Source: an optimization exercise on an open RTL-to-GDS flow (aim: small area, a short achievable clock period and few clock cycles per item). Production flows keep margins and buffers that such runs may drop.
The RTL was checked by simulation tests, not by an equivalence proof against the original design.

==> inputs of job 7885 <==
// axis_averaging_filter
module axis_averaging_filter #(
    parameter R_I=5, C_I=5, W_I=8, R_K=3, C_K=3,
              DEPTH = $clog2(R_K*C_K),
              LATENCY = DEPTH + 1)(
    input                       clk, rstn,
    output                      s_axis_averaging_ready,
    input                       s_axis_averaging_valid,
    input  [R_I*C_I*W_I-1:0]    s_axis_averaging_data,
    input                       m_axis_averaging_ready,
    output                      m_axis_averaging_valid,
    output [R_I*C_I*W_I-1:0]    m_axis_averaging_data
);
    wire [279:0] sums, sums_q;
    averaging_filter AVERAGING_FILTER (
        .img(s_axis_averaging_data),
        .sums(sums)
    );
    skid_buffer #(.WIDTH(280)) SKID (
        .clk(clk), .rstn(rstn),
        .s_ready(s_axis_averaging_ready),
        .s_valid(s_axis_averaging_valid),
        .s_data (sums),
        .m_ready(m_axis_averaging_ready),
        .m_valid(m_axis_averaging_valid),
        .m_data (sums_q)
    );
    divide_all DIVIDE (
        .sums(sums_q),
        .final_img(m_axis_averaging_data)
    );
endmodule
==> flow/config.mk <==
export PLATFORM = sky130hd
export DESIGN_NAME = axis_averaging_filter
export DESIGN_NICKNAME = axis_averaging_filter
export VERILOG_FILES = /design/flow/design.v
export SDC_FILE = /design/flow/constraint.sdc
export NUM_CORES = 8
export LEC_CHECK = 0
export CAP_MARGIN = 20
export CORE_MARGIN = 2
export CORE_UTILIZATION = 40
export SLEW_MARGIN = 20
==> flow/constraint.sdc <==
create_clock -name core_clock -period 8.5 [get_ports {clk}]
set_input_delay 1.7000 -clock core_clock [delete_from_list [all_inputs] [get_ports {clk}]]
set_output_delay 1.7000 -clock core_clock [all_outputs]
set_load 0.01 [all_outputs]
standard.sh (not shown) runs the stock make flow with config.mk's settings and CLKGATE_MAP_FILE= SYNTH_SCRIPT=/design/flow/synth_recipe.tcl, a recipe that flattens the netlist after the stock synthesis.
==> flow/flow/run.sh <==
#!/bin/bash
# Layout flow: the standard ORFS flow (standard.sh), except that
#  - the combinational leaf modules listed in flow/premap.json are mapped to
#    cells first (premap.py) and handed to the standard synthesis as fixed
#    netlists; registers and all other logic go through standard synthesis;
#  - the port buffers are sky130_fd_sc_hd__buf_1 cells.
# Each tool's output goes to a log file in this folder.
set -uo pipefail
cd "$(dirname "$0")/.."
if ! python3 flow/premap.py > premap.log 2>&1; then
    echo "premap failed, using the design as is" >> premap.log
    cp design.v design_premapped.v
fi
bash standard.sh VERILOG_FILES=$PWD/design_premapped.v \
    BUFFER_PORTS_ARGS="-buffer_cell sky130_fd_sc_hd__buf_1" > standard.log 2>&1
Other scripts of this flow, unchanged in this note and not shown: flow/flow/premap.json, flow/flow/premap.py
==> job 1734: changes against job 7885 <==
SETUP_SLACK_MARGIN = 1.5   (was default)
==> comparison table <==
item                                                                                job 1734                    job 7885
Result of the run                                           no timing/DRC/antenna violations  no timing/DRC/antenna violations
CTS resizes                                                                              399                           2
M1 GR Usage                                                                            0.371                       0.352
Bufs and invs on worst path                                                                5                           2
Peak per-stage delay on the critical path                                            0.46 ns                     0.43 ns
Final HPWL DP                                                                        78.1 mm                     77.4 mm
Critical path origin                                              SKID.m_data[191]$_DFFE_PP_   SKID.m_data[37]$_DFFE_PP_
Final instance area                                                             0.0402 sq mm                0.0306 sq mm
Avg WL per Cell                                                                 26.7 microns                25.0 microns
Measured slew at the worst slew-check pin                                            1.09 ns                     1.04 ns
Post-route clock period utilization                                                    0.901                       0.968
Clock buffers and inverters, area share                                               0.0279                      0.0402
Slew Limit Headroom                                                                    0.274                       0.306
Area of the multi-input gates                                                   0.0211 sq mm                0.0174 sq mm
Endpoint of the worst register-to-register path                   SKID.m_data[133]$_DFFE_PP_  SKID.m_data[195]$_DFFE_PP_
Final-layout clock buffer total                                                           44                          43
Number of inserted filler cells in the final layout                                     4818                        5962
Share of the final layout cell area in sequential cells                                0.210                       0.276
Number of DRC markers after the initial detailed-route iteration                        2013                        1522
Testbench counts of job 7885, summed over its fixed seeds: cycles 2,056, items 2,048.
Testbench counts of job 1734, summed over its fixed seeds: cycles 2,056, items 2,048.

* * *

==> v33 <==
axis_averaging_filter, a different RTL version from the one above (not shown whole).
export LEC_CHECK = 0
export CAP_MARGIN = 20
export CORE_MARGIN = 2
export CORE_UTILIZATION = 55
export CTS_BUF_LIST = sky130_fd_sc_hd__clkbuf_8
export CTS_CLUSTER_DIAMETER = 60
export CTS_CLUSTER_SIZE = 15
export SETUP_SLACK_MARGIN = 2.1
export SLEW_MARGIN = 20
create_clock -name core_clock -period 8.5 [get_ports {clk}]
Scripts as last shown in full above: flow/flow/run.sh
Other scripts of this flow, unchanged in this note and not shown: flow/flow/div9_w10.v, flow/flow/div9_w11.v, flow/flow/div9_w11p.v, flow/flow/div9_w12p.v, flow/flow/premap.json, flow/flow/premap.py
==> inputs of v17, as changes to v33 <==
Settings changed: CTS_CLUSTER_DIAMETER 60 to 65, CTS_CLUSTER_SIZE 15 to 17, SETUP_SLACK_MARGIN 2.1 to 1.7.
==> inputs of v37, as changes to v33 <==
Settings changed: SETUP_SLACK_MARGIN 2.1 to 1.8.
==> inputs of v9, as changes to v33 <==
Settings changed: SETUP_SLACK_MARGIN 2.1 to 1.6.
==> notes <==
v9 finished clean. v17 passed the timing, DRC and antenna checks. v33 finished clean. v37 passed the timing, DRC and antenna checks. The highest via count belongs to v33, the lowest to v17. Between v17 and v9, the lower register-to-register slack is in v17 (gap 0.02 ns). Against v33, the clock skew of v9 is higher by 0.0016 ns. Wire length, lowest first: v17, v9, v37, v33. In critical path depth, v37 and v9 do not differ. Non-clock buffer count, lowest first: v9, v17, v37, v33. First-iteration DRC count, lowest first: v9, v17, v37, v33. Hold slack, highest first: v9, v33, v17, v37. Final area: v9 < v17 < v37 < v33.
Testbench counts of v33, summed over its fixed seeds: cycles 2,056, items 2,048.
Testbench counts of v17, summed over its fixed seeds: cycles 2,056, items 2,048.
Testbench counts of v37, summed over its fixed seeds: cycles 2,056, items 2,048.
Testbench counts of v9, summed over its fixed seeds: cycles 2,056, items 2,048.

* * *

==> job 891 <==
axis_averaging_filter, a different RTL version from the one above (not shown whole).
==> flow/config.mk <==
export PLATFORM = sky130hd
export DESIGN_NAME = axis_averaging_filter
export DESIGN_NICKNAME = axis_averaging_filter
export VERILOG_FILES = /design/flow/design.v
export SDC_FILE = /design/flow/constraint.sdc
export NUM_CORES = 8
export LEC_CHECK = 0
export CAP_MARGIN = 20
export CORE_MARGIN = 2
export CORE_UTILIZATION = 55
export CTS_BUF_LIST = sky130_fd_sc_hd__clkbuf_4 sky130_fd_sc_hd__clkbuf_8
export SETUP_SLACK_MARGIN = 1.3
export SLEW_MARGIN = 20
==> flow/constraint.sdc <==
create_clock -name core_clock -period 8.5 [get_ports {clk}]
set_input_delay 1.7000 -clock core_clock [delete_from_list [all_inputs] [get_ports {clk}]]
set_output_delay 1.7000 -clock core_clock [all_outputs]
set_load 0.01 [all_outputs]
Scripts as last shown in full above: flow/flow/run.sh
Other scripts of this flow, unchanged in this note and not shown: flow/flow/div9_w10.v, flow/flow/div9_w11.v, flow/flow/div9_w11p.v, flow/flow/div9_w12p.v, flow/flow/premap.json, flow/flow/premap.py
==> job 4184 (differences from job 891) <==
Settings changed: CTS_BUF_LIST sky130_fd_sc_hd__clkbuf_4 sky130_fd_sc_hd__clkbuf_8 to sky130_fd_sc_hd__clkbuf_8, CTS_CLUSTER_DIAMETER set to 60, CTS_CLUSTER_SIZE set to 15.
==> notes <==
Job 4184 finished with timing, DRC and antenna clean. Job 891 went through all stages and came out clean.
Against job 891, the via count of job 4184 is lower by about 0.8%.
Of job 4184 and job 891, job 891 has the higher clock-buffer cell count (gap 25).
Between job 891 and job 4184, the lower first-iteration DRC count is in job 4184 (gap 0.70%, measured against job 4184).
Between job 891 and job 4184, the lower setup slack is in job 4184 (gap 0.013 ns).
Of job 4184 and job 891, job 891 has the higher global-route usage (gap 0.33 points).
Testbench counts of job 891, summed over its fixed seeds: cycles 2,056, items 2,048.
Testbench counts of job 4184, summed over its fixed seeds: cycles 2,056, items 2,048.

* * *

==> job 8368 <==
RTL: one of the versions met above, not the one the previous note started from.
==> flow/config.mk <==
export PLATFORM = sky130hd
export DESIGN_NAME = axis_averaging_filter
export DESIGN_NICKNAME = axis_averaging_filter
export VERILOG_FILES = /design/flow/design.v
export SDC_FILE = /design/flow/constraint.sdc
export NUM_CORES = 8
export LEC_CHECK = 0
export CAP_MARGIN = 20
export CORE_MARGIN = 2
export CORE_UTILIZATION = 55
export CTS_BUF_LIST = sky130_fd_sc_hd__clkbuf_8
export CTS_CLUSTER_DIAMETER = 60
export CTS_CLUSTER_SIZE = 15
export SETUP_SLACK_MARGIN = 1.7
export SLEW_MARGIN = 20
==> flow/constraint.sdc <==
create_clock -name core_clock -period 8.5 [get_ports {clk}]
set_input_delay 1.7000 -clock core_clock [delete_from_list [all_inputs] [get_ports {clk}]]
set_output_delay 1.7000 -clock core_clock [all_outputs]
set_load 0.01 [all_outputs]
Scripts as last shown in full above: flow/flow/run.sh
Other scripts of this flow, unchanged in this note and not shown: flow/flow/div9_w10.v, flow/flow/div9_w11.v, flow/flow/div9_w11p.v, flow/flow/div9_w12p.v, flow/flow/premap.json, flow/flow/premap.py
==> job 6796: changes against job 8368 <==
--- a/flow/config.mk
+++ b/flow/config.mk
@@ -11,5 +11,5 @@
 export CTS_BUF_LIST = sky130_fd_sc_hd__clkbuf_8
 export CTS_CLUSTER_DIAMETER = 60
 export CTS_CLUSTER_SIZE = 15
-export SETUP_SLACK_MARGIN = 1.7
+export SETUP_SLACK_MARGIN = 1.3
 export SLEW_MARGIN = 20
==> job 2486: changes against job 8368 <==
--- a/flow/config.mk
+++ b/flow/config.mk
@@ -11,5 +11,5 @@
 export CTS_BUF_LIST = sky130_fd_sc_hd__clkbuf_8
 export CTS_CLUSTER_DIAMETER = 60
 export CTS_CLUSTER_SIZE = 15
-export SETUP_SLACK_MARGIN = 1.7
+export SETUP_SLACK_MARGIN = 1.9
 export SLEW_MARGIN = 20
==> results.txt <==
* Clock buffer count at 30
* Final design utilization at 68.18%
* Status: complete, no violations
* Vias per cell at 6.039
* Commonest non-fill, non-tap cells in the layout: 379 x buf_1, 282 x fa_2, 270 x edfxtp_1
* Final Worst Setup Slack at 1936 ps
# the run above: job 2486

==> results.txt <==
* Vias per cell at 6.092
* Final Worst Setup Slack at 1791 ps
* Status: complete, no violations
* Slowest CP cell: fa_1
* Clock buffer count at 29
* Commonest non-fill, non-tap cells in the layout: 391 x buf_1, 291 x fa_1, 270 x edfxtp_1
# the run above: job 8368

==> results.txt <==
* Vias per cell at 6.127
* Commonest non-fill, non-tap cells in the layout: 465 x fa_1, 401 x buf_1, 283 x nor2_1
* Final Worst Setup Slack at 1413 ps
* Final design utilization at about 63%
* Post-CTS Resized at 0
* Status: complete, no violations
* Clock buffer count at 29
# the run above: job 6796

Testbench counts of job 8368, summed over its fixed seeds: cycles 2,056, items 2,048.
Testbench counts of job 6796, summed over its fixed seeds: cycles 2,056, items 2,048.
Testbench counts of job 2486, summed over its fixed seeds: cycles 2,056, items 2,048.

[separate check: timing with driven ports]
The flow's constraints put no driver on any port. The routed layouts listed below were extracted and timed again, unchanged, in two steps.
Step 1 (the two cells are an assumption about what drives the block):
set clk [get_ports {clk}]
set_driving_cell -lib_cell sky130_fd_sc_hd__clkbuf_16 $clk
set_driving_cell -lib_cell sky130_fd_sc_hd__buf_2 [delete_from_list [all_inputs] $clk]
Step 2 moves the port delays by t, midway between the first and last clock arrival at a register: inputs arrive t later, outputs are due t later. That takes back most of the time a late clock gives input paths.
Three values: ideal ports, drivers, drivers and shift; two values: the first two.
| run | shift t [ns] | setup slack, ns | hold slack, ns | worst slew at a driven data input, ns |
|---|---|---|---|---|
| job 7885 | 0.617 | 0.269 / 0.211 / 0.135 | 0.581 / 0.581 / 0.581 | 0.13 |
| job 1734 | 0.615 | 0.843 / 0.778 / 0.671 | 0.543 / 0.543 / 0.543 | 0.16 |
| v33 | 0.701 | 1.945 / 1.886 / 1.395 | 0.556 / 0.556 / 0.556 | 0.11 |
| v17 | 0.662 | 1.827 / 1.833 / 1.192 | 0.552 / 0.552 / 0.552 | 0.11 |
| v37 | 0.685 | 1.885 / 1.849 / 1.227 | 0.548 / 0.548 / 0.548 | 0.11 |
| v9 | 0.714 | 1.670 / 1.706 / 0.992 | 0.556 / 0.556 / 0.556 | 0.11 |
| job 891 | 0.669 | 1.373 / 1.402 / 0.733 | 0.547 / 0.547 / 0.547 | 0.09 |
| job 4184 | 0.691 | 1.360 / 1.385 / 0.695 | 0.547 / 0.547 / 0.547 | 0.09 |
| job 8368 | 0.682 | 1.791 / 1.820 / 1.137 | 0.552 / 0.552 / 0.552 | 0.11 |
| job 6796 | 0.684 | 1.413 / 1.437 / 0.765 | 0.554 / 0.554 / 0.554 | 0.12 |
| job 2486 | 0.709 | 1.936 / 1.878 / 1.271 | 0.553 / 0.553 / 0.553 | 0.09 |
After both steps setup and hold are still met in every run listed. The setup slack of v9, which loses most, moves by +0.036 ns with the drivers and by -0.678 ns with both steps.
